Background: an optimization exercise with open tools, aiming at small area and a short achievable clock period. Do not read the settings as production practice. RTL that was checked went through simulation tests only; none was proved equivalent to the original. Power and IR drop assume default switching activity.

## try-xenon
==> flow/design.v <==
module fpadder(input [15:0] A, input [15:0] B, input clk, input rst, output reg [15:0] C);
wire [5:0] dbo = {1'b0, A[14:10]} - {1'b0, B[14:10]};
reg        sa1, sb1, abig1;
reg [4:0]  eb1, d1;
reg [9:0]  ma1, mb1;
always @(posedge clk) begin
	sa1   <= A[15];
	sb1   <= B[15];
	abig1 <= ~dbo[5] & ((|dbo[4:0]) | (A[9:0] > B[9:0]));
	eb1   <= B[14:10];
	d1    <= dbo[4:0];
	ma1   <= A[9:0];
	mb1   <= B[9:0];
end
wire [9:0]  xm1 = abig1 ? ma1 : mb1;
wire [9:0]  ym1 = abig1 ? mb1 : ma1;
wire [4:0]  sh1 = abig1 ? d1 : -d1;
wire [10:0] ys = {1'b1, ym1} >> sh1[3:0];
wire [10:0] yv = sh1[4] ? 11'd0 : ys;
wire        sub1 = sa1 ^ sb1;
reg        sign2, sub2;
reg [4:0]  exp2;    
reg [9:0]  xm2;
reg [10:0] ym2;
always @(posedge clk) begin
	sign2 <= abig1 ? sa1 : sb1;
	sub2  <= sub1;
	exp2  <= eb1 + (abig1 ? d1 : 5'd0) + 5'd1;
	xm2   <= xm1;
	ym2   <= yv ^ {11{sub1}};
end
wire [12:0] s = {2'b01, xm2, 1'b1} + {sub2, ym2, sub2};
reg        sign3;
reg [4:0]  exp3;    
reg [11:0] s3;
always @(posedge clk) begin
	sign3 <= sign2;
	exp3  <= exp2;
	s3    <= s[12:1];
end
reg [3:0] k;
always @(*) begin
	casez (s3[11:1])
	11'b1??????????: k = 4'd0;
	11'b01?????????: k = 4'd1;
	11'b001????????: k = 4'd2;
	11'b0001???????: k = 4'd3;
	11'b00001??????: k = 4'd4;
	11'b000001?????: k = 4'd5;
	11'b0000001????: k = 4'd6;
	11'b00000001???: k = 4'd7;
	11'b000000001??: k = 4'd8;
	11'b0000000001?: k = 4'd9;
	11'b00000000001: k = 4'd10;
	default:         k = 4'd1;
	endcase
end
wire [12:0] w = {s3, 1'b0} << k;
wire [3:0] el = {1'b0, exp3[2:0]} - {1'b0, k[2:0]};
wire zero = ~sign3 && exp3 == 5'd1 && s3 == 12'h800;
reg        sign4, k34, b34;
reg [1:0]  eh4;
reg [2:0]  el4;
reg [9:0]  m4;
always @(posedge clk) begin
	sign4 <= sign3;
	m4    <= w[11:2];
	el4   <= {el[2:1], el[0] & ~zero};
	eh4   <= exp3[4:3];
	k34   <= k[3];
	b34   <= el[3];
end
wire [1:0] eh = eh4 - {1'b0, k34} - {1'b0, b34};
always @(*)
	C = {sign4, eh, el4, m4};
endmodule
export LEC_CHECK = 0
export ABC_AREA = 1
export CAP_MARGIN = 20
export CORE_MARGIN = 2
export CORE_UTILIZATION = 65
export CTS_BUF_LIST = sky130_fd_sc_hd__clkbuf_4 sky130_fd_sc_hd__clkbuf_8
export CTS_CLUSTER_DIAMETER = 80
export CTS_CLUSTER_SIZE = 50
export SETUP_SLACK_MARGIN = 2.0
export SLEW_MARGIN = 20
export TNS_END_PERCENT = 0
create_clock -name core_clock -period 4.0 [get_ports {clk}]
standard.sh (not shown) runs the stock make flow with config.mk's settings and CLKGATE_MAP_FILE= SYNTH_SCRIPT=/design/flow/synth_recipe.tcl, a recipe that flattens the netlist after the stock synthesis.
==> flow/flow/run.sh <==
#!/bin/bash
# Standard layout, with plain buffers (not delay cells) on the ports.
set -euo pipefail
export BUFFER_PORTS_ARGS="-buffer_cell sky130_fd_sc_hd__buf_2"
bash standard.sh > standard.log 2>&1
try-xenon has completed all stages; timing, DRC and antenna checks passed.
Here is what was changed in the inputs of try-zinc compared with try-xenon.
==> flow/design.v <==
module fpadder(input [15:0] A, input [15:0] B, input clk, input rst, output reg [15:0] C);
wire [5:0] dbo = {1'b0, A[14:10]} - {1'b0, B[14:10]};
wire [4:0] dba = B[14:10] - A[14:10];
reg        sa1, sb1, abig1;
reg [4:0]  eb1, ad1;
reg [9:0]  ma1, mb1;
always @(posedge clk) begin
	sa1   <= A[15];
	sb1   <= B[15];
	abig1 <= ~dbo[5] & ((|dbo[4:0]) | (A[9:0] > B[9:0]));
	eb1   <= B[14:10];
	ad1   <= dbo[5] ? dba : dbo[4:0];
	ma1   <= A[9:0];
	mb1   <= B[9:0];
end
wire [9:0]  xm1 = abig1 ? ma1 : mb1;
wire [9:0]  ym1 = abig1 ? mb1 : ma1;
wire [10:0] ys = {1'b1, ym1} >> ad1[3:0];
wire [10:0] yv = ad1[4] ? 11'd0 : ys;
wire        sub1 = sa1 ^ sb1;
reg        sign2, sub2;
reg [4:0]  exp2;    
reg [9:0]  xm2;
reg [10:0] ym2;
always @(posedge clk) begin
	sign2 <= abig1 ? sa1 : sb1;
	sub2  <= sub1;
	exp2  <= eb1 + (abig1 ? ad1 : 5'd0) + 5'd1;
	xm2   <= xm1 ^ {10{sub1}};
	ym2   <= yv;
end
wire [11:0] t = {sub2, ~sub2, xm2} + {1'b0, ym2};
wire [11:0] s = t ^ {12{sub2}};
reg        sign3;
reg [4:0]  exp3;    
reg [11:0] s3;
always @(posedge clk) begin
	sign3 <= sign2;
	exp3  <= exp2;
	s3    <= s;
end
reg [3:0] k;
always @(*) begin
	casez (s3[11:1])
	11'b1??????????: k = 4'd0;
	11'b01?????????: k = 4'd1;
	11'b001????????: k = 4'd2;
	11'b0001???????: k = 4'd3;
	11'b00001??????: k = 4'd4;
	11'b000001?????: k = 4'd5;
	11'b0000001????: k = 4'd6;
	11'b00000001???: k = 4'd7;
	11'b000000001??: k = 4'd8;
	11'b0000000001?: k = 4'd9;
	11'b00000000001: k = 4'd10;
	default:         k = 4'd1;
	endcase
end
wire [12:0] w = {s3, 1'b0} << k;
wire [2:0] el  = {1'b0, exp3[1:0]} - {1'b0, k[1:0]};
wire [2:0] x0 = exp3[4:2];
wire [2:0] x1 = exp3[4:2] - 3'd1;
wire [2:0] x2 = exp3[4:2] - 3'd2;
wire [2:0] x3 = exp3[4:2] - 3'd3;
wire [2:0] eh0 = k[3] ? x2 : (k[2] ? x1 : x0);
wire [2:0] eh1 = k[3] ? x3 : (k[2] ? x2 : x1);
wire [2:0] eh  = el[2] ? eh1 : eh0;
wire zero = ~sign3 && exp3 == 5'd1 && s3 == 12'h800;
always @(posedge clk)
	C <= {sign3, eh, el[1], el[0] & ~zero, w[11:2]};
endmodule
### Flow results
- try-zinc was carried through to the last stage, and its layout satisfied the timing, design-rule and antenna checks.
- In try-zinc relative to try-xenon, number of fillers in the final layout had gone up by more than 10%.
- Of try-zinc and try-xenon, try-zinc shows the higher required time at the worst-slack endpoint, with try-xenon below it.
- Clock skew deteriorates in try-zinc relative to try-xenon.
- Summary — combined area of the multi-input logic cells, try-zinc relative to try-xenon: higher, by about 10%.
- try-zinc and try-xenon ended up with nearly the same core utilization.
- Summary of try-zinc over try-xenon: total number of tap cells picked up an extra 3.0%; power density over cell area lost about 2%; clock network power share picked up an extra 1.0 points; sum of internal, switching and leakage power picked up an extra 0.14 mW; antenna diode count neither gained nor lost much.
- Compared with try-xenon, try-zinc shows a lower final-layout clock buffer total.
No run of this note included a check of the RTL's function; only the layout flow was run.

* * *

fpadder, a different RTL version from the one above (not shown whole).
For scale: ~580 cells after synthesis, about 50 I/O pins, roughly 4700 sq um of cells after synthesis.
==> module fpadder, before the edit <==
module fpadder(input [15:0] A, input [15:0] B, input clk, input rst, output reg [15:0] C);
wire [5:0] dbo = {1'b0, A[14:10]} - {1'b0, B[14:10]};
wire [4:0] dba = B[14:10] - A[14:10];
reg        sa1, sb1, abig1;
reg [4:0]  eb1, ad1;
reg [9:0]  ma1, mb1;
always @(posedge clk) begin
	sa1   <= A[15];
	sb1   <= B[15];
	abig1 <= ~dbo[5] & ((|dbo[4:0]) | (A[9:0] > B[9:0]));
	eb1   <= B[14:10];
	ad1   <= dbo[5] ? dba : dbo[4:0];
	ma1   <= A[9:0];
	mb1   <= B[9:0];
end
wire [9:0]  xm1 = abig1 ? ma1 : mb1;
wire [9:0]  ym1 = abig1 ? mb1 : ma1;
wire [10:0] ys = {1'b1, ym1} >> ad1[3:0];
wire [10:0] yv = ad1[4] ? 11'd0 : ys;
wire        sub1 = sa1 ^ sb1;
reg        sign2, sub2;
reg [4:0]  exp2;    
reg [9:0]  xm2;
reg [10:0] ym2;
always @(posedge clk) begin
	sign2 <= abig1 ? sa1 : sb1;
	sub2  <= sub1;
	exp2  <= eb1 + (abig1 ? ad1 : 5'd0) + 5'd1;
	xm2   <= xm1;
	ym2   <= yv ^ {11{sub1}};
end
wire [12:0] s = {2'b01, xm2, 1'b1} + {sub2, ym2, sub2};
reg        sign3;
reg [4:0]  exp3;    
reg [11:0] s3;
always @(posedge clk) begin
	sign3 <= sign2;
	exp3  <= exp2;
	s3    <= s[12:1];
end
reg [3:0] k;
always @(*) begin
	casez (s3[11:1])
	11'b1??????????: k = 4'd0;
	11'b01?????????: k = 4'd1;
	11'b001????????: k = 4'd2;
	11'b0001???????: k = 4'd3;
	11'b00001??????: k = 4'd4;
	11'b000001?????: k = 4'd5;
	11'b0000001????: k = 4'd6;
	11'b00000001???: k = 4'd7;
	11'b000000001??: k = 4'd8;
	11'b0000000001?: k = 4'd9;
	11'b00000000001: k = 4'd10;
	default:         k = 4'd1;
	endcase
end
wire [12:0] w = {s3, 1'b0} << k;
wire [5:0]  en = {exp3, 1'b1} + {1'b1, ~k, 1'b1};    
wire [4:0]  e = en[5:1];
wire zero = ~sign3 && exp3 == 5'd1 && s3 == 12'h800;
always @(posedge clk)
	C <= {sign3, e[4:1], e[0] & ~zero, w[11:2]};
endmodule
clock: 4.0 ns
lec_check: 0
abc_area: 1
cap_margin: 20
core_margin: 2
core_utilization: 50
cts_buf_list: sky130_fd_sc_hd__clkbuf_4 sky130_fd_sc_hd__clkbuf_8
cts_cluster_diameter: 80
cts_cluster_size: 50
setup_slack_margin: 2.3
slew_margin: 20
tns_end_percent: 0
Scripts as last shown in full above: flow/flow/run.sh
The first run ran to the end with no violations.
Then changed:
--- a/flow/design.v
+++ b/flow/design.v
@@ -1,22 +1,21 @@
 module fpadder(input [15:0] A, input [15:0] B, input clk, input rst, output reg [15:0] C);
-wire [5:0] dbo = {1'b0, A[14:10]} - {1'b0, B[14:10]};
-wire [4:0] dba = B[14:10] - A[14:10];
 reg        sa1, sb1, abig1;
-reg [4:0]  eb1, ad1;
+reg [4:0]  eb1, d1;
 reg [9:0]  ma1, mb1;
 always @(posedge clk) begin
 	sa1   <= A[15];
 	sb1   <= B[15];
-	abig1 <= ~dbo[5] & ((|dbo[4:0]) | (A[9:0] > B[9:0]));
+	abig1 <= A[14:0] > B[14:0];
 	eb1   <= B[14:10];
-	ad1   <= dbo[5] ? dba : dbo[4:0];
+	d1    <= A[14:10] - B[14:10];
 	ma1   <= A[9:0];
 	mb1   <= B[9:0];
 end
 wire [9:0]  xm1 = abig1 ? ma1 : mb1;
 wire [9:0]  ym1 = abig1 ? mb1 : ma1;
-wire [10:0] ys = {1'b1, ym1} >> ad1[3:0];
-wire [10:0] yv = ad1[4] ? 11'd0 : ys;
+wire [4:0]  sh1 = abig1 ? d1 : -d1;
+wire [10:0] ys = {1'b1, ym1} >> sh1[3:0];
+wire [10:0] yv = sh1[4] ? 11'd0 : ys;
 wire        sub1 = sa1 ^ sb1;
 reg        sign2, sub2;
 reg [4:0]  exp2;    
@@ -25,7 +24,7 @@
 always @(posedge clk) begin
 	sign2 <= abig1 ? sa1 : sb1;
 	sub2  <= sub1;
-	exp2  <= eb1 + (abig1 ? ad1 : 5'd0) + 5'd1;
+	exp2  <= eb1 + (abig1 ? d1 : 5'd0) + 5'd1;
 	xm2   <= xm1;
 	ym2   <= yv ^ {11{sub1}};
 end
Effect:
- The changed run finished clean
- design area climbs by 0.51%
- power is higher by 2.4%
- wire length goes up by 4.2%
- register-to-register slack gets better by 110 ps
- global-route usage rose by 1.4 points

separate check: timing with driven ports:
The flow's constraints put no driver on any port. The routed layouts listed below were extracted and timed again, unchanged, in two steps. Step 1 sets driving cells, clkbuf_16 on the clock port and buf_2 on the other inputs (assumed; they add their load-dependent delay and slew). Step 2 times the ports against the registers' clock, not the clock port: input delays grow and output delays shrink by t, the midpoint of the rising clock arrivals with the driver on. Slacks: ideal / step 1 / step 2; pairs: ideal / step 1.
run	shift t [ns]	slack for setup (ns)	worst setup path after step 2	worst register clock-pin slew, ns	worst slew at a driven data input, ns
try-xenon	0.395	1.289 / 1.257 / 1.639	input to register	0.10 / 0.10	0.03
try-zinc	0.401	1.855 / 1.855 / 1.616	input to register	0.10 / 0.10	0.04
the first run of note 2	0.382	2.039 / 2.039 / 1.745	input to register	0.10 / 0.10	0.03
the second run of note 2	0.377	2.147 / 2.147 / 1.871	input to register	0.09 / 0.09	0.03
After both steps setup and hold are still met in every run listed. For the first run of note 2, which loses most, drivers alone change the setup slack by 0.000 ns; drivers and shift together by -0.294 ns.
